From an optimization exercise on the open Yosys and OpenROAD flow, aimed at small area; shortcuts taken in it are not production practice.
RTL that was checked went through simulation tests only; none was proved equivalent to the original.
No functional check of the RTL was part of runs 1 and 2.
No activity file was given, so power comes from the tool's default toggle rates.

<file path="design/flow/design.v">
`timescale 1ns / 1ps
module UNPARKING( clk, rst,
                  LCD_RW, LCD_EN, LCD_RS, LCD_DATA,
                  filas, columnas,
                  count, s, m, l, c );
input clk;
input rst;
output [7:0] LCD_DATA;
output LCD_RW;
output LCD_EN;
output LCD_RS;
input [5:0] count;
input s;
output [1:0] m;
output [5:0] l;
input c;
output [3:0] filas;
input [3:0] columnas;
reg [4:0] u;
always @(posedge clk)
	if (rst) u <= 5'd3;
	else     u <= u + 5'd1;
wire tick = (u[2:0] == 3'd7);
reg [4:0] p;
reg [1:0] ist;
reg [5:0] idx;
reg [7:0] dreg;
reg       rsreg;
wire p_end = (p == 5'd20);
always @(posedge clk)
	if (rst) begin
		p <= 5'd4;
		ist <= 2'd0;
	end else begin
		p <= p_end ? 5'd0 : p + 5'd1;
		if (p_end && ist != 2'd3) ist <= ist + 2'd1;
	end
assign LCD_EN = (p >= 5'd3) & ist[0];
assign LCD_RW = 1'b0;
assign LCD_DATA = dreg;
assign LCD_RS = rsreg;
wire started = ~((ist == 2'd0) & (p <= 5'd8));
reg [3:0] filas_w;
always @(*) begin
	case (u[4:3])
		2'd0: filas_w = 4'b1000;
		2'd1: filas_w = 4'b0100;
		2'd2: filas_w = 4'b0010;
		default: filas_w = 4'b0001;
	endcase
	if (!started) filas_w = 4'b0000;
end
assign filas = filas_w;
reg [3:0] teclado;
always @(*) begin
	teclado = 4'd0;
	case (filas)
		4'b1000: case (columnas)
			4'b1000: teclado = 4'd1;
			4'b0100: teclado = 4'd2;
			4'b0010: teclado = 4'd3;
			4'b0001: teclado = 4'd10;
			default: teclado = 4'd0;
		endcase
		4'b0100: case (columnas)
			4'b1000: teclado = 4'd4;
			4'b0100: teclado = 4'd5;
			4'b0010: teclado = 4'd6;
			4'b0001: teclado = 4'd11;
			default: teclado = 4'd0;
		endcase
		4'b0010: case (columnas)
			4'b1000: teclado = 4'd7;
			4'b0100: teclado = 4'd8;
			4'b0010: teclado = 4'd9;
			4'b0001: teclado = 4'd12;
			default: teclado = 4'd0;
		endcase
		4'b0001: case (columnas)
			4'b1000: teclado = 4'd14;
			4'b0010: teclado = 4'd15;
			4'b0001: teclado = 4'd13;
			default: teclado = 4'd0;
		endcase
		default: teclado = 4'd0;
	endcase
end
localparam START=4'd0, PLACA=4'd1, DECIDE=4'd2, ZONE=4'd3, CANCEL=4'd4,
           OPEN=4'd5, CLOSE=4'd6, ASIGNAR=4'd7, LED=4'd8, PARK=4'd9, END=4'd10;
localparam M_CERR=3'd0, M_PLACA=3'd1, M_ASIG=3'd2, M_ZONA=3'd3,
           M_GRAC=3'd4, M_OCUP=3'd5, M_BIEN=3'd6, M_TIEM=3'd7;
reg [3:0] status;
reg [1:0] cnt;
reg [2:0] msg;
reg ingplaca, decidir, ingzona, cancelo, fin;
reg led;
reg [23:0] pf;
reg pfz;
wire full = ~pfz & (pf[3:0] != 4'd0);
reg [2:0] pasignado;
reg estaba, ocupado, acnt;
reg [3:0] cpb;       
reg [5:0] valid;     
wire [5:0] eq;       
wire [5:0] sat;      
wire [13:0] cval0, cval1, cval2, cval3, cval4, cval5;
wire swws = (status == PARK);
assign m = { (status == CLOSE) & (cnt == 2'd1 || cnt == 2'd2),
             (status == OPEN)  & (cnt == 2'd1 || cnt == 2'd2) };
reg [3:0] status_n;
reg [1:0] cnt_n;
reg [2:0] msg_n;
reg ingplaca_n, decidir_n, ingzona_n, fin_n;
always @(*) begin
	status_n = status;
	cnt_n = 2'd0;
	msg_n = msg;
	ingplaca_n = ingplaca;
	decidir_n = decidir;
	ingzona_n = ingzona;
	fin_n = fin;
	case (status)
		START: begin
			msg_n = ocupado ? M_OCUP : M_BIEN;
			ingplaca_n = 1'b0;
			if (!s) status_n = PLACA;
		end
		PLACA: begin
			msg_n = M_PLACA;
			ingplaca_n = 1'b1;
			decidir_n = 1'b1;
			if (full) status_n = DECIDE;
		end
		DECIDE: status_n = estaba ? CANCEL : ZONE;
		ZONE: begin
			decidir_n = 1'b0;
			if (!ocupado) begin
				ingzona_n = 1'b1;
				msg_n = M_ZONA;
				if (pasignado != 3'd0) status_n = ASIGNAR;
			end else begin
				msg_n = M_OCUP;
				status_n = END;
			end
		end
		CANCEL: begin
			ingzona_n = 1'b0;
			decidir_n = 1'b0;
			if (cancelo) begin
				status_n = OPEN;
				msg_n = M_GRAC;
				fin_n = 1'b1;
			end else
				msg_n = M_TIEM;
		end
		ASIGNAR: begin
			msg_n = M_ASIG;
			status_n = OPEN;
			ingzona_n = 1'b0;
		end
		OPEN: begin
			cnt_n = (cnt == 2'd3) ? 2'd3 : cnt + 2'd1;
			if (cnt_n == 2'd3 && s) begin
				cnt_n = 2'd0;
				status_n = CLOSE;
			end
		end
		CLOSE: begin
			msg_n = M_CERR;
			cnt_n = cnt + 2'd1;
			if (cnt_n == 2'd3) begin
				cnt_n = 2'd0;
				status_n = fin ? END : LED;
			end
		end
		LED: begin
			msg_n = M_BIEN;
			status_n = PARK;
		end
		PARK: if (!led) status_n = END;
		END: begin
			fin_n = 1'b0;
			status_n = START;
		end
		default: ;
	endcase
end
always @(posedge clk)
	if (rst) begin
		status <= START;
		cnt <= 2'd0;
		msg <= M_BIEN;
		ingplaca <= 1'b0;
		decidir <= 1'b0;
		ingzona <= 1'b0;
		cancelo <= 1'b0;
		fin <= 1'b0;
	end else if (tick) begin
		status <= status_n;
		cnt <= cnt_n;
		msg <= msg_n;
		ingplaca <= ingplaca_n;
		decidir <= decidir_n;
		ingzona <= ingzona_n;
		cancelo <= ~c;
		fin <= fin_n;
	end
wire [5:0] dz = {pf[23:20] == 4'd0, pf[19:16] == 4'd0, pf[15:12] == 4'd0,
                 pf[11:8] == 4'd0, pf[7:4] == 4'd0, pf[3:0] == 4'd0} | {6{pfz}};
wire wr = ingplaca & (teclado != 4'd0);
wire [5:0] wsel = {dz[5], dz[4] & ~dz[5], dz[3] & ~dz[4], dz[2] & ~dz[3],
                   dz[1] & ~dz[2], dz[0] & ~dz[1]} & {6{wr}};
wire kz = ~(ingplaca & pfz);
wire [23:0] pf_n = (pf & {24{kz}}) |
                   ({{4{wsel[5]}}, {4{wsel[4]}}, {4{wsel[3]}}, {4{wsel[2]}}, {4{wsel[1]}}, {4{wsel[0]}}} &
                    {6{teclado}});
always @(posedge clk) begin
	if (tick) pf <= {pf_n[20:0], pf_n[23:21]};
	else      pf <= {pf[20:0], pf[23:21]};
	if (rst) pfz <= 1'b1;
	else if (tick) pfz <= ~ingplaca;
end
wire placa_nz = full;
reg loadf;
wire [5:0] eqp = placa_nz ? eq : ~valid;    
wire [5:0] first = eqp & ~{eqp[4:0], 1'b0} & ~{eqp[3:0], 2'b0} & ~{eqp[2:0], 3'b0}
                       & ~{eqp[1:0], 4'b0} & ~{eqp[0], 5'b0};
reg [5:0] asg;      
reg [2:0] asg_num;
wire zone_key = ingzona && teclado != 4'd0 && teclado <= 4'd3;
wire [5:0] fr = ~valid;
always @(*) begin
	asg = 6'd0;
	asg_num = 3'd0;
	if (zone_key) begin
		case (teclado[1:0])
			2'd1: begin
				if      (fr[0]) begin asg = 6'b000001; asg_num = 3'd1; end
				else if (fr[1]) begin asg = 6'b000010; asg_num = 3'd2; end
				else if (fr[2]) begin asg = 6'b000100; asg_num = 3'd3; end
				else if (fr[3]) begin asg = 6'b001000; asg_num = 3'd4; end
				else if (fr[4]) begin asg = 6'b010000; asg_num = 3'd5; end
				else if (fr[5]) begin asg = 6'b100000; asg_num = 3'd6; end
			end
			2'd2: begin
				if      (fr[2]) begin asg = 6'b000100; asg_num = 3'd3; end
				else if (fr[3]) begin asg = 6'b001000; asg_num = 3'd4; end
				else if (fr[4]) begin asg = 6'b010000; asg_num = 3'd5; end
				else if (fr[5]) begin asg = 6'b100000; asg_num = 3'd6; end
				else if (fr[0]) begin asg = 6'b000001; asg_num = 3'd1; end
				else if (fr[1]) begin asg = 6'b000010; asg_num = 3'd2; end
			end
			default: begin
				if      (fr[4]) begin asg = 6'b010000; asg_num = 3'd5; end
				else if (fr[5]) begin asg = 6'b100000; asg_num = 3'd6; end
				else if (fr[0]) begin asg = 6'b000001; asg_num = 3'd1; end
				else if (fr[1]) begin asg = 6'b000010; asg_num = 3'd2; end
				else if (fr[2]) begin asg = 6'b000100; asg_num = 3'd3; end
				else if (fr[3]) begin asg = 6'b001000; asg_num = 3'd4; end
			end
		endcase
	end
end
wire [5:0] load = asg & {6{placa_nz}};        
wire [5:0] v1 = valid | load;                 
wire allfull = &v1;
wire [5:0] cm = (eq | load) & {6{placa_nz & cancelo}};
wire [5:0] clr = cm & ~{cm[4:0], 1'b0} & ~{cm[3:0], 2'b0} & ~{cm[2:0], 3'b0}
                    & ~{cm[1:0], 4'b0} & ~{cm[0], 5'b0};
wire [5:0] valid_n = v1 & ~clr;
reg [2:0] pasignado_n;
reg ocupado_n, acnt_n;
always @(*) begin
	pasignado_n = pasignado;
	if (zone_key) begin
		if (asg != 6'd0) pasignado_n = asg_num;
	end else if (!ingzona && !placa_nz)
		pasignado_n = 3'd0;
	ocupado_n = ocupado;
	acnt_n = acnt;
	if (allfull && pasignado_n != 3'd0) begin
		if (!acnt) acnt_n = 1'b1;
		else begin ocupado_n = 1'b1; acnt_n = 1'b0; end
	end else if (!allfull)
		ocupado_n = 1'b0;
end
wire [13:0] csel = ({14{first[0]}} & cval0) | ({14{first[1]}} & cval1) |
                   ({14{first[2]}} & cval2) | ({14{first[3]}} & cval3) |
                   ({14{first[4]}} & cval4) | ({14{first[5]}} & cval5);
reg [3:0] bstep;
always @(*) begin
	if      (csel < 14'd600)  bstep = 4'd0;
	else if (csel < 14'd1200) bstep = 4'd1;
	else if (csel < 14'd1800) bstep = 4'd2;
	else if (csel < 14'd2400) bstep = 4'd3;
	else if (csel < 14'd3000) bstep = 4'd4;
	else if (csel < 14'd3600) bstep = 4'd5;
	else if (csel < 14'd4200) bstep = 4'd6;
	else if (csel < 14'd4800) bstep = 4'd7;
	else if (csel < 14'd5400) bstep = 4'd8;
	else if (csel < 14'd6000) bstep = 4'd9;
	else if (csel < 14'd6600) bstep = 4'd10;
	else if (csel < 14'd7200) bstep = 4'd11;
	else if (csel < 14'd7800) bstep = 4'd12;
	else                      bstep = 4'd0;
end
wire [3:0] cpb_n = decidir ? ((placa_nz & (eq != 6'd0)) ? bstep : 4'd0) : cpb;
always @(posedge clk)
	if (rst) begin
		pasignado <= 3'd0;
		estaba <= 1'b0;
		ocupado <= 1'b0;
		acnt <= 1'b0;
		cpb <= 4'd0;
		valid <= 6'd0;
		loadf <= 1'b0;
	end else if (tick) begin
		loadf <= (load != 6'd0);
		pasignado <= pasignado_n;
		if (decidir) estaba <= (eqp != 6'd0);
		ocupado <= ocupado_n;
		acnt <= acnt_n;
		cpb <= cpb_n;
		valid <= valid_n;
	end
reg [3:0] dig;
always @(posedge clk)
	if (rst) dig <= 4'd0;
	else dig <= cpb;
genvar gi;
generate for (gi = 0; gi < 6; gi = gi + 1) begin : bay
	reg [23:0] pr;
	reg mm;                
	wire dif = (pr[2:0] != pf[2:0]);
	wire lding = loadf & (pasignado == gi + 1);
	wire sel = tick ? load[gi] : lding;
	assign eq[gi] = valid[gi] & (lding | (~mm & ~dif));
	always @(posedge clk) begin
		pr <= {pr[20:0], sel ? pf[23:21] : pr[23:21]};
		mm <= tick ? 1'b0 : (mm | dif);
	end
	reg [15:0] cr;         
	reg cy;
	wire keep = tick ? valid_n[gi] : valid[gi];
	wire ci = tick ? (valid_n[gi] & ~cr[13]) : cy;
	wire [1:0] g7 = cr[1:0];
	wire [1:0] sum = g7 + {1'b0, ci};
	always @(posedge clk) begin
		cr <= {keep ? sum : 2'b00, cr[15:2]};
		cy <= ci & (g7 == 2'b11);
	end
	wire [15:0] cv = cr;
	assign sat[gi] = cv[13];
end endgenerate
assign cval0 = bay[0].cv[13:0];
assign cval1 = bay[1].cv[13:0];
assign cval2 = bay[2].cv[13:0];
assign cval3 = bay[3].cv[13:0];
assign cval4 = bay[4].cv[13:0];
assign cval5 = bay[5].cv[13:0];
reg [2:0] lp;
reg [2:0] c3;
always @(posedge clk)
	if (rst) led <= 1'b1;
	else led <= ~(swws & (
		(count[0] & pasignado == 3'd1) | (count[1] & pasignado == 3'd2) |
		(count[2] & pasignado == 3'd3) | (count[3] & pasignado == 3'd4) |
		(count[4] & pasignado == 3'd5) | (count[5] & pasignado == 3'd6)));
always @(posedge clk)
	if (rst) begin
		lp <= 3'd0;
		c3 <= 3'd0;
	end else if (tick) begin
		if (led) begin
			if (c3 < 3'd4) begin
				lp <= pasignado;
				c3 <= c3 + 3'd1;
			end else begin
				lp <= 3'd0;
				c3 <= 3'd0;
			end
		end else
			lp <= 3'd0;
	end
assign l = { lp == 3'd6, lp == 3'd5, lp == 3'd4, lp == 3'd3, lp == 3'd2, lp == 3'd1 };
function [7:0] hexch;   
	input [3:0] d;
	case (d)
		4'h0: hexch = 8'h5f;
		4'ha: hexch = 8'h41; 4'hb: hexch = 8'h42; 4'hc: hexch = 8'h43;
		4'hd: hexch = 8'h44; 4'he: hexch = 8'h2a; 4'hf: hexch = 8'h23;
		default: hexch = {4'h3, d};
	endcase
endfunction
wire [3:0] dmin = (dig >= 4'd10) ? 4'd1 : 4'd0;
wire [3:0] umin = (dig >= 4'd10) ? dig - 4'd10 : dig;
wire [4:0] dbl  = {dig, 1'b0};
wire [3:0] dseg = (dbl >= 5'd20) ? 4'd2 : (dbl >= 5'd10) ? 4'd1 : 4'd0;
wire [3:0] useg = (dbl >= 5'd20) ? dbl - 5'd20 : (dbl >= 5'd10) ? dbl - 5'd10 : dbl[3:0];
reg [3:0] pnib;
always @(*) begin
	case (idx)
		6'd27: pnib = {pf[23], pf[22], pf[21], pf[20]};
		6'd28: pnib = {pf[10], pf[9], pf[8], pf[7]};
		6'd29: pnib = {pf[21], pf[20], pf[19], pf[18]};
		6'd30: pnib = {pf[8], pf[7], pf[6], pf[5]};
		6'd31: pnib = {pf[19], pf[18], pf[17], pf[16]};
		6'd32: pnib = {pf[6], pf[5], pf[4], pf[3]};
		default: pnib = 4'd0;
	endcase
end
wire [3:0] nib = (msg == M_PLACA) ? (pnib & {4{~pfz}}) : {1'b0, pasignado};
wire [7:0] hch = hexch(nib);
reg [3:0] ddig;    
always @(*) begin
	case (idx)
		6'd16: ddig = dmin;
		6'd17: ddig = umin;
		6'd35: ddig = useg;
		default: ddig = (msg == M_TIEM) ? dseg :
		                (pasignado == 3'd0) ? 4'd0 : (pasignado <= 3'd2) ? 4'd1 :
		                (pasignado <= 3'd4) ? 4'd2 : 4'd3;
	endcase
end
wire is_hex = ((msg == M_PLACA) & (idx >= 6'd27) & (idx <= 6'd32)) | ((msg == M_ASIG) & (idx == 6'd37));
wire is_dig = ((msg == M_TIEM) & (idx == 6'd16 || idx == 6'd17 || idx == 6'd34 || idx == 6'd35)) |
              ((msg == M_ASIG) & (idx == 6'd34));
reg [7:0] ch;    
wire [4:0] pos = (idx <= 6'd20) ? {1'b0, idx[3:0] - 4'd5} : {1'b1, idx[3:0] - 4'd6};
reg [8*32-1:0] txt;
always @(*) begin
	case (msg)
		M_BIEN:  txt = "  BIENVENIDOS      UN PARKING   ";
		M_PLACA: txt = "INGRESE SU PLACA====>??????<====";
		M_ZONA:  txt = " ELIJA LA ZONA   Z1>1 Z2>2 Z3>3 ";
		M_ASIG:  txt = " SU PARQUEADERO ASIGNADO>>>Z?,P?";
		M_GRAC:  txt = "  GRACIAS POR      SU VISITA!   ";
		M_OCUP:  txt = "  PARQUEADERO       OCUPADO     ";
		M_CERR:  txt = "    CERRANDO      PARQUEADERO   ";
		default: txt = "TIEMPO ==> ??MINTOTAL  ==> $??  ";
	endcase
end
always @(*) begin
	ch = txt[8*(31-pos) +: 8];
	if (is_hex) ch = hch;
	if (is_dig) ch = {4'h3, ddig};
end
reg [8:0] lut;
always @(*) begin
	case (idx)
		6'd0: lut = 9'h038;
		6'd1: lut = 9'h00C;
		6'd2: lut = 9'h001;
		6'd3: lut = 9'h006;
		6'd4: lut = 9'h080;
		6'd21: lut = 9'h0C0;
		default: lut = (idx >= 6'd5 && idx <= 6'd37) ? {1'b1, ch} : 9'h000;
	endcase
end
always @(posedge clk)
	if (rst) begin
		idx <= 6'd0;
		dreg <= 8'd0;
		rsreg <= 1'b0;
	end else if (p_end && ist != 2'd1) begin
		idx <= idx + 6'd1;
		dreg <= lut[7:0];
		rsreg <= lut[8];
	end
endmodule
</file>
<file path="design/flow/run.sh">
#!/bin/bash
# synth_recipe.tcl (not shown) runs the flow's synth.tcl, then flattens the netlist and writes it again
# the make line also repeats each setting of config.mk as NAME=value (left out here)
make -C /OpenROAD-flow-scripts/flow DESIGN_CONFIG=/design/flow/config.mk WORK_HOME=/design/flow/orfs CLKGATE_MAP_FILE= SYNTH_SCRIPT=/design/flow/synth_recipe.tcl finish
</file>
<file path="design/flow/config.mk">
export PLATFORM = sky130hd
export DESIGN_NAME = UNPARKING
export DESIGN_NICKNAME = UNPARKING
export VERILOG_FILES = /design/flow/design.v
export SDC_FILE = /design/flow/constraint.sdc
export NUM_CORES = 4
export LEC_CHECK = 0
export ABC_AREA = 1
export CAP_MARGIN = 20
export CORE_MARGIN = 2
export CORE_UTILIZATION = 40
export CTS_BUF_LIST = sky130_fd_sc_hd__clkbuf_4
export SLEW_MARGIN = 20
</file>
<file path="design/flow/constraint.sdc">
create_clock -name core_clock -period 10.0 [get_ports {clk}]
set_input_delay 2.0000 -clock core_clock [delete_from_list [all_inputs] [get_ports {clk}]]
set_output_delay 2.0000 -clock core_clock [all_outputs]
set_load 0.01 [all_outputs]
</file>
==> flow_metrics.py, run 1 <==
metrics = {
    "run_status": {
        "run_status": "no timing/DRC/antenna violations",
    },
    "placement": {
        "dp.cells": 2528,
        "port_buffers": 35,
        "detailed_place_hpwl_mm": 33.1,
        "place_congestion": 0.957,
    },
    "clock_tree": {
        "cts_root_buffer": "clkbuf_4",
        "clk_path_buf_depth": 3,
        "cts_setup_buffers": 0,
        "tritoncts": "done",
        "cts_buffers": 86,
        "h-tree-depth": 3,
        "clk_latency_ps": 780,
        "ctsResizeCount": 0,
        "clock_sinks": 346,
        "clk_pin_slew_ps": 60,
        "ctsHoldBuffers": 0,
    },
    "power": {
        "max-vdd-ir-drop_uv": 95.0,
        "p_leak_nw": 7.51,
        "fin_total_pwr_mw": 3.11,
        "cellPowerDensity_nw_per_um2": 181,
    },
    "setup_path": {
        "worst-endpoint-required_ps": 10590,
        "cp.depth": 20,
        "timing.rr.end": "dreg[1]",
        "critPathCapture": "dreg[1]",
        "cp.arrival_ps": 5980,
        "crit_family": "buffers and inverters",
        "rrSetupSlack_ps": 4610,
        "cp-end-kind": "flip-flop",
        "r2r_start": "idx[0]",
        "path_cells": "inv_1 > ha_1 > nand4_1 > nand2_1 > inv_1 > nand2_1 > nand2_2 > buf_4 > inv_1 > buf_4 > nor2_1 > inv_1 > o22ai_1 > o311ai_1 > nand3_1 > o21ai_0 > o21ai_0 > o21ai_0 > o21ai_0 > a21oi_1",
        "ff2ff_path_depth": 20,
        "path_class": "reg2reg",
        "cp_slowest_stage_delay_ps": 550,
        "crit_buf_inv": 6,
        "critPathLaunchType": "flip-flop",
        "cp_max_fo": 42,
        "slowest_stage": "inv_1",
        "cp-startpoint": "idx[0]",
    },
    "timing": {
        "fin_crit_ps": 5390,
        "hold_ws_ps": 293,
        "finClkSkew_ps": 71.2,
        "fin_tns_setup_ps": 0,
        "setup-violations-final": 0,
        "hold_viol": 0,
        "tightest_slew_ps": 980,
        "clock.fmax_mhz": 186,
        "grt_setup_unrepaired": "no",
        "relSlewSlack_pct": 34.4,
        "finalMaxSlewViolations": 0,
        "post-route-period-util_pct": 53.9,
    },
    "floorplan": {
        "core_area_um2": 37700,
        "die_height_um": 200,
        "initial_core_util_pct": 40.6,
        "rows": 71,
        "die_area_um2": 39800,
        "chipWidth_um": 200,
        "ios": 37,
    },
    "detailed_routing": {
        "drtAntennaViolNets": 0,
        "via_count": 14213,
        "drtIter0Drc": 1145,
        "wl_per_cell_um": 17.0,
        "firstDrtPassIters": 6,
        "wl_mm": 45.5,
        "via_per_inst": 5.29,
        "remaining_drc_errors": 0,
    },
    "global_routing": {
        "grt_pass1_wl_mm": 71.8,
        "antenna_found_initial": 2,
        "grt_pass1_vias": 13595,
        "grt_usage_pct": 23.2,
        "grt_max_degree": 54,
        "grt_overflow": 0,
    },
    "logic_synthesis": {
        "ys.flop_type": "dfxtp_1",
        "syn_avg_cell_area_um2": 7.52,
        "yosysWarnings": 1,
        "netlist_area_um2": 15300,
        "synthArstFlopShare_pct": 0,
        "syn_inst": 2033,
        "synth.distinct_cells": 60,
        "syn-num-nets": 2088,
        "synth-edff-count": 0,
        "ys_ff_latch": 346,
        "ys_seq_area_share_pct": 45.3,
    },
    "layout": {
        "syn2layout_area_growth_pct": 12.2,
        "final_common_cell": "nand2_1",
        "mostFrequentLayoutCells": "389 x nand2_1, 346 x dfxtp_1, 249 x nor2_1, 233 x inv_1, 141 x o21ai_0",
        "final-instance-count-excl-fill": 2687,
        "n_fill_cell": 3878,
        "drive_gt1_share_pct": 10.8,
        "nets": 2160,
        "post-route-util_pct": 45.5,
    },
    "hold_path": {
        "hold_depth": 0,
        "hold_path.class": "reg2reg",
    },
    "run": {
        "max-cap-violations": 0,
    },
}
==> per-layer routing <==
| layer | wire length (um) | global-route usage, % | vias up |
|---|---|---|---|
| met5 | 0 | 0 | - |
| li1 | - | - | 6994 |
| met3 | 3140 | 4.91 | 115 |
| met4 | 1570 | 10.8 | 0 |
| met1 | 20900 | 30.9 | 6573 |
| met2 | 19900 | 35.8 | 531 |
==> cell usage after synthesis (14+ instances only) <==
cell type	instances	area (um2)
clkbuf_1	27	101
inv_2	24	90.1
o211ai_1	30	225
nand4_1	34	213
dfxtp_1	346	6930
nor2_1	249	935
nor3_1	36	180
o21ai_0	141	706
nand2_2	14	87.6
ha_1	38	475
nand2_1	389	1460
a31oi_1	14	87.6
a21oi_1	102	510
inv_1	233	875
buf_2	18	90.1
o22ai_1	45	282
nand3_1	118	591
==> kinds of logic (layout without fill, tap and decap cells) <==
kind of cell / Yosys count / in the layout / share of synthesized area (%)
simple gates: 892 / 892 / 25.5
compound gates: 423 / 423 / 16.7
xor+xnor: 7 / 7 / 0.450
fa+ha+maj: 41 / 41 / 3.50
flops: 346 / 346 / 45.3
buf+inv: 323 / 462 / 8.55
other cells: 1 / 5 / 0.0245
==> power breakdown <==
| part | switching (mW) | leakage (nW) | total, mW | internal [mW] |
|---|---|---|---|---|
| combinational | 0.298 | 4.01 | 0.426 | 0.128 |
| sequential | 0.0485 | 2.83 | 1.52 | 1.47 |
| clock | 0.543 | 0.670 | 1.16 | 0.620 |
==> sequential cells by signal, indices dropped and copies added (netlist names), 6 cells and up <==
signal  count
bay.cr     96
dreg        8
valid       6
bay.cy      6
pf         24
bay.pr    144
bay.mm      6
idx         6
==> per-stage QoR <==
step / worst slack (ps) / cell area, um2
after floorplan: 5190 / 15300
final: 4610 / 17200
after CTS: 4880 / 17100
after global placement: 4170 / 16000
after detailed placement: 4080 / 16000
after global routing: 4320 / 17200
==> cell type report <==
type / count / area, um2 / area share [%]
Timing Repair Buffer: 45 / 425 / 2.48
Tap cell: 511 / 639 / 3.73
Inverter: 262 / 988 / 5.76
Clock inverter: 25 / 125 / 0.729
Antenna cell: 4 / 10.0 / 0.0584
Multi-Input combinational cell: 1364 / 7060 / 41.2
Sequential cell: 346 / 6930 / 40.4
Clock buffer: 130 / 976 / 5.69
==> worst min-delay path by stage <==
stage	from	to	slack, ps
2_1_floorplan	bay[0].cr[2]	bay[0].cr[0]	310
3_3_place_gp	bay[2].pr[11]	bay[2].pr[14]	310
3_5_place_dp	bay[0].pr[10]	bay[0].pr[13]	310
4_1_cts	bay[4].cr[2]	bay[4].cr[0]	300
5_1_grt	bay[4].pr[19]	bay[4].pr[22]	320
6_report	bay[4].cr[2]	bay[4].cr[0]	290
==> run 2, diff against run 1 <==
--- a/design/flow/config.mk
+++ b/design/flow/config.mk
@@ -10,4 +10,4 @@
 export CORE_MARGIN = 2
-export CORE_UTILIZATION = 40
-export CTS_BUF_LIST = sky130_fd_sc_hd__clkbuf_4
+export CORE_UTILIZATION = 60
+export CTS_BUF_LIST = sky130_fd_sc_hd__clkbuf_8
 export SLEW_MARGIN = 20
==> flow_metrics.py, run 2 <==
metrics = {
    "global_routing": {
        "grt_usage_pct": 33.7,
        "grt_pass1_wl_mm": 71.7,
        "grt_pass1_vias": 13850,
        "grt_overflow": 0,
        "antenna_found_initial": 0,
        "grt_max_degree": 43,
    },
    "clock_tree": {
        "h-tree-depth": 2,
        "cts_buffers": 52,
        "clk_latency_ps": 600,
        "clk_path_buf_depth": 3,
        "tritoncts": "done",
        "ctsResizeCount": 0,
        "cts_setup_buffers": 0,
        "clock_sinks": 346,
        "clk_pin_slew_ps": 70,
        "cts_root_buffer": "clkbuf_8",
        "ctsHoldBuffers": 0,
    },
    "logic_synthesis": {
        "ys_ff_latch": 346,
        "syn-num-nets": 2088,
        "netlist_area_um2": 15300,
        "synth_area_leader_cell": "dfxtp_1",
        "ys.flop_type": "dfxtp_1",
        "synth_top_area_share_pct": 45.3,
        "yosysWarnings": 1,
        "synth_area_leaders": "dfxtp_1 45%, nand2_1 9.5%, nor2_1 6.1%, inv_1 5.7%, o21ai_0 4.6%",
        "yosysMostFrequentCell": "nand2_1",
        "synthArstFlopShare_pct": 0,
        "ys_seq_area_share_pct": 45.3,
        "synth.distinct_cells": 60,
        "synth_common_cells": "389 x nand2_1, 346 x dfxtp_1, 249 x nor2_1",
        "synth-edff-count": 0,
        "syn_avg_cell_area_um2": 7.52,
        "syn_inst": 2033,
    },
    "floorplan": {
        "ios": 37,
        "core_area_um2": 25100,
        "die_height_um": 164,
        "rows": 58,
        "chipWidth_um": 164,
        "initial_core_util_pct": 60.9,
        "die_area_um2": 26800,
    },
    "layout": {
        "multi_input_area_um2": 7060,
        "mostFrequentLayoutCells": "389 x nand2_1, 346 x dfxtp_1, 253 x inv_1, 249 x nor2_1, 141 x o21ai_0",
        "largest_reg_flops": 144,
        "nets": 2125,
        "final-seq-area_um2": 6930,
        "largestRegisters": "bay.pr (144), bay.cr (96), pf (24)",
        "n_fill_cell": 2088,
        "final_area_um2": 16900,
        "drive_gt1_share_pct": 8.00,
        "diodes": 0,
        "final_common_cell": "nand2_1",
        "syn2layout_area_growth_pct": 10.5,
        "regMostFlops": "bay.pr",
    },
    "detailed_routing": {
        "via_count": 14427,
        "remaining_drc_errors": 0,
        "drtIter0Drc": 1751,
        "via_per_inst": 5.91,
        "wl_per_cell_um": 18.5,
        "wl_mm": 45.2,
        "firstDrtPassIters": 6,
        "drtAntennaViolNets": 0,
    },
    "timing": {
        "finalMaxSlewViolations": 0,
        "relSlewSlack_pct": 29.1,
        "grt_setup_unrepaired": "no",
        "fin_tns_setup_ps": 0,
        "tightest_slew_ps": 1060,
        "finClkSkew_ps": 30.2,
        "setup-violations-final": 0,
        "hold_viol": 0,
        "clock.fmax_mhz": 188,
        "fin_crit_ps": 5310,
        "post-route-period-util_pct": 53.1,
    },
    "power": {
        "max-vdd-ir-drop_uv": 196,
        "cellPowerDensity_nw_per_um2": 185,
        "p_leak_nw": 7.46,
    },
    "setup_path": {
        "worst-endpoint-required_ps": 10480,
        "path_class": "in2reg",
        "path_common_cell": "nand2_1",
        "cp-end-kind": "flip-flop",
        "path_cells": "clkdlybuf4s50_1 > inv_1 > nand2_1 > nor3_1 > nor2_1 > nand2_1 > nand2_1 > o21ai_0 > a21oi_1 > ha_1 > nand2_1 > o21ai_0 > a21oi_1 > nor3_1 > nand2_1 > a21oi_1 > nand3_1 > o211ai_1 > o21ai_1 > ha_1 > xnor2_1 > nor2_1",
        "cp_max_fo": 5,
        "critPathLaunchType": "primary input",
        "cp.arrival_ps": 5800,
        "slowest_stage": "clkdlybuf4s50_1",
        "cp_slowest_stage_delay_ps": 490,
    },
    "placement": {
        "place_congestion": 0.990,
        "placed_area_um2": 15800,
        "detailed_place_hpwl_mm": 32.6,
        "port_buffers": 35,
    },
    "run": {
        "max-cap-violations": 0,
    },
    "hold_path": {
        "hold_path.class": "reg2reg",
    },
    "run_status": {
        "run_status": "no timing/DRC/antenna violations",
    },
}
[run 2: cell counts after synthesis]
No cell type changed its count.
[run 2: worst max-delay path, delay by kind of cell]
family,cells,cell delay [ps]
adder cells (fa/ha/maj),2,450
AO/OA/AOI/OAI,7,1330
buffers and inverters,2,550
AND/OR/NAND/NOR,10,1310
XOR/XNOR,1,160
[run 2: where the power goes]
group          switching (mW)  leakage (nW)  internal (mW)
registers              0.0518          2.83           1.48
clock network           0.553         0.631          0.630
logic                   0.295          4.00          0.127
[run 2: final timing paths]
check	start	end	slack (ps)	cells after the start
setup / recovery	columnas[2]	bay[4].cr[15]	4690	22
hold / removal	bay[1].pr[3]	bay[1].pr[6]	320	0
setup reg to reg	idx[0]	dreg[1]	4720	19
hold reg to reg	bay[1].pr[3]	bay[1].pr[6]	320	0
[run 2: area by class of cell]
| type | count | area share, % |
|---|---|---|
| clock inverters | 33 | 1.31 |
| well taps | 330 | 2.44 |
| repair buffers | 44 | 2.47 |
| clock buffers | 63 | 5.13 |
| flip-flops and latches | 346 | 41.0 |
| inverters | 262 | 5.85 |
| multi-input cells | 1364 | 41.8 |
[run 2: logic make-up after synthesis]
family,Yosys count,share of synthesized area (%)
simple gates,892,25.5
xor+xnor,7,0.450
buf+inv,323,8.55
flops,346,45.3
other cells,1,0.0245
compound gates,423,16.7
fa+ha+maj,41,3.50
[run 2: per-layer routing]
metal  share of wire [%]  routed length, um  vias up  global-route usage [%]
met2                  48              21500      812                    57.3
met1                  40              18200     6619                    42.7
met5                   0                  0        -                       0
met3                 8.0               3600      156                    4.77
li1                    -                  -     6840                       -
met4                 4.2               1920        0                    14.6
[run 2: per-stage QoR]
stage	hold WS [ps]	total power [mW]	std cells	setup slack, ps	util [%]
finish	317	3.13	2442	4690	67.3
global route	323	3.25	2442	4250	67.3
CTS	318	3.13	2442	4830	67.3
detailed placement	312	1.96	2346	4210	63.0
global placement	310	1.96	2346	4350	63.0
floorplan	310	1.83	2033	5190	-
==> run 3, diff against run 2 <==
--- a/design/flow/design.v
+++ b/design/flow/design.v
@@ -89,4 +89,4 @@
            OPEN=4'd5, CLOSE=4'd6, ASIGNAR=4'd7, LED=4'd8, PARK=4'd9, END=4'd10;
-localparam M_CERR=3'd0, M_PLACA=3'd1, M_ASIG=3'd2, M_ZONA=3'd3,
-           M_GRAC=3'd4, M_OCUP=3'd5, M_BIEN=3'd6, M_TIEM=3'd7;
+localparam M_BIEN=3'd0, M_PLACA=3'd1, M_ZONA=3'd2, M_ASIG=3'd3,
+           M_GRAC=3'd4, M_OCUP=3'd5, M_CERR=3'd6, M_TIEM=3'd7;
 reg [3:0] status;
@@ -97,4 +97,4 @@
 reg [23:0] pf;
-reg pfz;
-wire full = ~pfz & (pf[3:0] != 4'd0);
+wire full = (pf[3:0] != 4'd0);
+wire [23:0] placa = full ? pf : 24'd0;
 reg [2:0] pasignado;
@@ -131,3 +131,3 @@
 			decidir_n = 1'b1;
-			if (full) status_n = DECIDE;
+			if (placa != 24'd0) status_n = DECIDE;
 		end
@@ -207,19 +207,21 @@
 	end
-wire [5:0] dz = {pf[23:20] == 4'd0, pf[19:16] == 4'd0, pf[15:12] == 4'd0,
-                 pf[11:8] == 4'd0, pf[7:4] == 4'd0, pf[3:0] == 4'd0} | {6{pfz}};
-wire wr = ingplaca & (teclado != 4'd0);
-wire [5:0] wsel = {dz[5], dz[4] & ~dz[5], dz[3] & ~dz[4], dz[2] & ~dz[3],
-                   dz[1] & ~dz[2], dz[0] & ~dz[1]} & {6{wr}};
-wire kz = ~(ingplaca & pfz);
-wire [23:0] pf_n = (pf & {24{kz}}) |
-                   ({{4{wsel[5]}}, {4{wsel[4]}}, {4{wsel[3]}}, {4{wsel[2]}}, {4{wsel[1]}}, {4{wsel[0]}}} &
-                    {6{teclado}});
-always @(posedge clk) begin
-	if (tick) pf <= {pf_n[20:0], pf_n[23:21]};
-	else      pf <= {pf[20:0], pf[23:21]};
-	if (rst) pfz <= 1'b1;
-	else if (tick) pfz <= ~ingplaca;
+reg [23:0] pf_n;
+always @(*) begin
+	pf_n = pf;
+	if (ingplaca) begin
+		if (teclado != 4'd0) begin
+			if      (pf[23:20] == 4'd0) pf_n[23:20] = teclado;
+			else if (pf[19:16] == 4'd0) pf_n[19:16] = teclado;
+			else if (pf[15:12] == 4'd0) pf_n[15:12] = teclado;
+			else if (pf[11:8]  == 4'd0) pf_n[11:8]  = teclado;
+			else if (pf[7:4]   == 4'd0) pf_n[7:4]   = teclado;
+			else if (pf[3:0]   == 4'd0) pf_n[3:0]   = teclado;
+		end
+	end else
+		pf_n = 24'd0;
 end
+always @(posedge clk)
+	if (rst) pf <= 24'd0;
+	else if (tick) pf <= pf_n;
 wire placa_nz = full;
-reg loadf;
 wire [5:0] eqp = placa_nz ? eq : ~valid;    
@@ -315,5 +317,3 @@
 		valid <= 6'd0;
-		loadf <= 1'b0;
 	end else if (tick) begin
-		loadf <= (load != 6'd0);
 		pasignado <= pasignado_n;
@@ -325,2 +325,16 @@
 	end
+wire [2:0] rsl = ~u[2:0];
+reg [2:0] rslice;
+always @(*) begin
+	case (rsl)
+		3'd0: rslice = placa[2:0];
+		3'd1: rslice = placa[5:3];
+		3'd2: rslice = placa[8:6];
+		3'd3: rslice = placa[11:9];
+		3'd4: rslice = placa[14:12];
+		3'd5: rslice = placa[17:15];
+		3'd6: rslice = placa[20:18];
+		default: rslice = placa[23:21];
+	endcase
+end
 reg [3:0] dig;
@@ -331,10 +345,9 @@
 generate for (gi = 0; gi < 6; gi = gi + 1) begin : bay
-	reg [23:0] pr;
+	reg [23:0] pr;         
 	reg mm;                
-	wire dif = (pr[2:0] != pf[2:0]);
-	wire lding = loadf & (pasignado == gi + 1);
-	wire sel = tick ? load[gi] : lding;
-	assign eq[gi] = valid[gi] & (lding | (~mm & ~dif));
+	wire dif = (pr[2:0] != rslice);
+	assign eq[gi] = valid[gi] & ~mm & ~dif;
 	always @(posedge clk) begin
-		pr <= {pr[20:0], sel ? pf[23:21] : pr[23:21]};
+		if (tick && load[gi]) pr <= {placa[20:0], placa[23:21]};
+		else pr <= {pr[20:0], pr[23:21]};
 		mm <= tick ? 1'b0 : (mm | dif);
@@ -399,30 +412,10 @@
 wire [3:0] useg = (dbl >= 5'd20) ? dbl - 5'd20 : (dbl >= 5'd10) ? dbl - 5'd10 : dbl[3:0];
-reg [3:0] pnib;
-always @(*) begin
-	case (idx)
-		6'd27: pnib = {pf[23], pf[22], pf[21], pf[20]};
-		6'd28: pnib = {pf[10], pf[9], pf[8], pf[7]};
-		6'd29: pnib = {pf[21], pf[20], pf[19], pf[18]};
-		6'd30: pnib = {pf[8], pf[7], pf[6], pf[5]};
-		6'd31: pnib = {pf[19], pf[18], pf[17], pf[16]};
-		6'd32: pnib = {pf[6], pf[5], pf[4], pf[3]};
-		default: pnib = 4'd0;
+reg [7:0] zn;
+always @(*)
+	case (pasignado)
+		3'd0: zn = 8'h30;
+		3'd1, 3'd2: zn = 8'h31;
+		3'd3, 3'd4: zn = 8'h32;
+		default: zn = 8'h33;
 	endcase
-end
-wire [3:0] nib = (msg == M_PLACA) ? (pnib & {4{~pfz}}) : {1'b0, pasignado};
-wire [7:0] hch = hexch(nib);
-reg [3:0] ddig;    
-always @(*) begin
-	case (idx)
-		6'd16: ddig = dmin;
-		6'd17: ddig = umin;
-		6'd35: ddig = useg;
-		default: ddig = (msg == M_TIEM) ? dseg :
-		                (pasignado == 3'd0) ? 4'd0 : (pasignado <= 3'd2) ? 4'd1 :
-		                (pasignado <= 3'd4) ? 4'd2 : 4'd3;
-	endcase
-end
-wire is_hex = ((msg == M_PLACA) & (idx >= 6'd27) & (idx <= 6'd32)) | ((msg == M_ASIG) & (idx == 6'd37));
-wire is_dig = ((msg == M_TIEM) & (idx == 6'd16 || idx == 6'd17 || idx == 6'd34 || idx == 6'd35)) |
-              ((msg == M_ASIG) & (idx == 6'd34));
 reg [7:0] ch;    
@@ -443,5 +436,28 @@
 always @(*) begin
+	ch = 8'h20;
 	ch = txt[8*(31-pos) +: 8];
-	if (is_hex) ch = hch;
-	if (is_dig) ch = {4'h3, ddig};
+	case (msg)
+		M_PLACA: case (pos)
+			5'd21: ch = hexch(pf[23:20]);
+			5'd22: ch = hexch(pf[19:16]);
+			5'd23: ch = hexch(pf[15:12]);
+			5'd24: ch = hexch(pf[11:8]);
+			5'd25: ch = hexch(pf[7:4]);
+			5'd26: ch = hexch(pf[3:0]);
+			default: ;
+		endcase
+		M_ASIG: case (pos)
+			5'd28: ch = zn;
+			5'd31: ch = hexch({1'b0, pasignado});
+			default: ;
+		endcase
+		M_TIEM: case (pos)
+			5'd11: ch = {4'h3, dmin};
+			5'd12: ch = {4'h3, umin};
+			5'd28: ch = {4'h3, dseg};
+			5'd29: ch = {4'h3, useg};
+			default: ;
+		endcase
+		default: ;
+	endcase
 end
--- a/design/flow/config.mk
+++ b/design/flow/config.mk
@@ -7,7 +7,5 @@
 export LEC_CHECK = 0
-export ABC_AREA = 1
 export CAP_MARGIN = 20
 export CORE_MARGIN = 2
-export CORE_UTILIZATION = 60
-export CTS_BUF_LIST = sky130_fd_sc_hd__clkbuf_8
+export CORE_UTILIZATION = 40
 export SLEW_MARGIN = 20
==> flow_metrics.py, run 3 <==
metrics = {
    "detailed_routing": {
        "remaining_drc_errors": 0,
        "drtAntennaViolNets": 0,
        "drtIter0Drc": 1765,
        "firstDrtPassIters": 8,
        "wl_per_cell_um": 19.8,
        "wl_mm": 52.9,
        "via_count": 15854,
        "via_per_inst": 5.93,
    },
    "floorplan": {
        "die_area_um2": 46600,
        "ios": 37,
        "rows": 77,
        "chipWidth_um": 216,
        "die_height_um": 216,
        "core_area_um2": 44200,
        "initial_core_util_pct": 40.6,
    },
    "logic_synthesis": {
        "syn_avg_cell_area_um2": 8.52,
        "yosysMostFrequentCell": "dfxtp_1",
        "synth_top_area_share_pct": 38.4,
        "syn-num-nets": 2163,
        "synthArstFlopShare_pct": 0,
        "ys_seq_area_share_pct": 38.4,
        "ys.flop_type": "dfxtp_1",
        "synth-simple-area-share_pct": 17.6,
        "synth_common_cells": "344 x dfxtp_1, 202 x nor2_1, 182 x nand2_1",
        "synthAdderAreaFrac_pct": 3.16,
        "synth_area_leaders": "dfxtp_1 38%, mux2_2 8.5%, nor2_1 4.2%, a21oi_1 4.1%, o21ai_0 4.0%",
        "syn_inst": 2106,
        "synth-edff-count": 0,
        "synth.distinct_cells": 98,
        "ys_ff_latch": 344,
        "netlist_area_um2": 18000,
        "synth_area_leader_cell": "dfxtp_1",
        "yosysWarnings": 1,
        "synth_xor_area_share_pct": 2.10,
        "synth-compound-area-share_pct": 23.5,
        "synth_mux_area_share_pct": 10.4,
        "synth_top_family_by_area": "compound AO/OA/AOI/OAI gates",
    },
    "setup_path": {
        "worst-endpoint-required_ps": 10490,
        "critPathLaunchType": "flip-flop",
        "slowest_stage": "ha_1",
        "cp.depth": 16,
        "cp_max_fo": 21,
        "cp_slowest_stage_delay_ps": 710,
        "cp.arrival_ps": 6500,
        "cp-startpoint": "u[0]",
        "crit_family": "compound AO/OA/AOI/OAI gates",
        "r2r_start": "u[0]",
        "path_class": "reg2reg",
        "cp-end-kind": "flip-flop",
        "rrSetupSlack_ps": 3990,
        "ff2ff_path_depth": 16,
        "path_cells": "ha_1 > ha_1 > nor2_1 > a22oi_1 > a21oi_2 > or3_1 > a2111o_1 > o21ai_2 > or4b_1 > o2bb2ai_1 > a211oi_1 > a2111oi_0 > o41ai_1 > a211oi_1 > o21ai_0 > a22o_1",
        "crit_buf_inv": 0,
    },
    "timing": {
        "grt_setup_unrepaired": "no",
        "post-route-period-util_pct": 60.1,
        "hold_ws_ps": 323,
        "relSlewSlack_pct": 23.6,
        "finClkSkew_ps": 26.2,
        "setup-violations-final": 0,
        "tightest_slew_ps": 1140,
        "hold_viol": 0,
        "fin_tns_setup_ps": 0,
        "fin_crit_ps": 6010,
        "finalMaxSlewViolations": 0,
        "clock.fmax_mhz": 166,
    },
    "clock_tree": {
        "clk_pin_slew_ps": 60,
        "tritoncts": "done",
        "h-tree-depth": 2,
        "cts_buffers": 36,
        "cts_root_buffer": "clkbuf_16",
        "clock_sinks": 344,
        "ctsResizeCount": 0,
        "clk_latency_ps": 560,
        "clk_path_buf_depth": 3,
        "ctsHoldBuffers": 0,
        "cts_setup_buffers": 0,
    },
    "global_routing": {
        "grt_max_degree": 77,
        "grt_overflow": 0,
        "antenna_found_initial": 1,
        "gr-usage-met3_pct": 3.48,
        "grt_pass1_wl_mm": 83.5,
        "busiest_layer": "met2",
        "use_met1_pct": 30.8,
        "grt_pass1_vias": 14872,
        "use_met2_pct": 34.1,
        "grt_usage_pct": 22.3,
    },
    "power": {
        "p_leak_nw": 7.55,
        "max-vdd-ir-drop_uv": 111,
        "cellPowerDensity_nw_per_um2": 152,
    },
    "layout": {
        "nets": 2115,
        "regMostFlops": "bay.pr",
        "final_common_cell": "dfxtp_1",
        "largest_reg_flops": 144,
        "final_area_um2": 20000,
        "n_fill_cell": 4255,
        "syn2layout_area_growth_pct": 11.5,
        "diodes": 0,
        "largestRegisters": "bay.pr (144), bay.cr (96), pf (24)",
        "drive_gt1_share_pct": 14.2,
        "mostFrequentLayoutCells": "341 x dfxtp_1, 201 x nor2_1, 182 x nand2_1, 146 x a21oi_1, 144 x o21ai_0",
    },
    "placement": {
        "detailed_place_hpwl_mm": 35.5,
        "placed_area_um2": 18700,
        "port_buffers": 35,
        "place_congestion": 0.934,
    },
    "hold_path": {
        "hold_path.class": "reg2reg",
        "holdCritStartpoint": "bay[5].cr[15]",
        "hold_depth": 0,
    },
    "run_status": {
        "run_status": "no timing/DRC/antenna violations",
    },
    "run": {
        "max-cap-violations": 0,
    },
}
run 3: changes by cell type after synthesis, sizes merged, moves of 32 or more:
cell    before  now
nor2       265  202
nor2b        0   37
clkbuf      27  140
nand3      123   42
nand2      406  183
mux2i        0   32
mux2         0  135
inv        259   53
a21oi      102  148
run 3: final timing paths:
check,endpoint
min reg2reg,bay[5].cr[13]
max,cpb[1]
max reg2reg,cpb[1]
min,bay[5].cr[13]
run 3: cells by family after synthesis:
| group | count (synthesis) |
|---|---|
| multiplexers | 168 |
| AND/OR/NAND/NOR | 661 |
| other | 1 |
| adder cells (fa/ha/maj) | 43 |
| XOR/XNOR | 43 |
| AO/OA/AOI/OAI | 624 |
| flip-flops | 344 |
| buffers and inverters | 222 |
run 3: report_power, final:
part,switching [mW],total (mW),internal (mW)
Combinational,0.145,0.222,0.0766
Clock,0.567,1.43,0.868
Sequential,0.0144,1.39,1.38
run 3: routing by layer:
metal  vias to the layer above  share of wire [%]
li1                       7550                  -
met4                         0                3.8
met3                       123                6.8
met1                      7542                 46
met5                         -                  0
met2                       639                 43
run 3: worst reg2reg max path: stages (launching register included):
cell and delay (ps):
dfxtp_1 440, ha_1 250, ha_1 710, nor2_1 160, a22oi_1 440, a21oi_2 140
or3_1 370, a2111o_1 480, o21ai_2 500, or4b_1 450, o2bb2ai_1 120, a211oi_1 600
a2111oi_0 240, o41ai_1 580, a211oi_1 90, o21ai_0 220, a22o_1 150
run 3: per-stage QoR:
stage	worst slack (ps)	instances	utilization, %	power, mW
3_3_place_gp	3790	2611	42.3	1.64
3_5_place_dp	3680	2611	42.3	1.64
4_1_cts	4040	2673	45.2	3.08
2_1_floorplan	4490	2106	-	1.58
6_report	3990	2674	45.3	3.05
5_1_grt	3420	2674	45.3	3.16
run 3: cell type report:
cell class | instances | area (um2) | area share [%]
Clock buffer | 44 | 992 | 4.96
Clock inverter | 18 | 289 | 1.44
Inverter | 58 | 218 | 1.09
Multi-Input combinational cell | 1540 | 10200 | 51.0
Sequential cell | 344 | 6890 | 34.4
Tap cell | 592 | 741 | 3.70
Timing Repair Buffer | 78 | 668 | 3.34

re-timing with driven ports:
No port has a modelled driver above. Below, the same layouts with a new extraction and two added sets of constraints.
Step 1: set_driving_cell puts a clkbuf_16 on clk and a buf_2 on each other input, an assumption about the parent block.
Step 2 adds t to the input delays and takes it off the output delays; t is the mean of the earliest and latest rising clock arrival at the registers after step 1. Input paths then give back, and output paths get back, about the clock's delay inside the block.
Three values: no drivers, after step 1, after step 2; two values: the first two.
run	shift t [ns]	setup slack, ns	hold slack, ns	worst setup path at the end	clock arrival spread, ns
run 1	0.788	4.612 / 4.612 / 4.000	0.293 / 0.293 / 0.293	input to register	0.078 / 0.079
run 2	0.631	4.689 / 4.703 / 4.071	0.317 / 0.317 / 0.317	input to register	0.036 / 0.037
run 3	0.599	3.987 / 3.987 / 3.576	0.323 / 0.323 / 0.323	input to register	0.027 / 0.026
After both steps setup and hold are still met in every run listed. The setup slack of run 2, which loses most, moves by +0.014 ns with the drivers and by -0.618 ns with both steps.
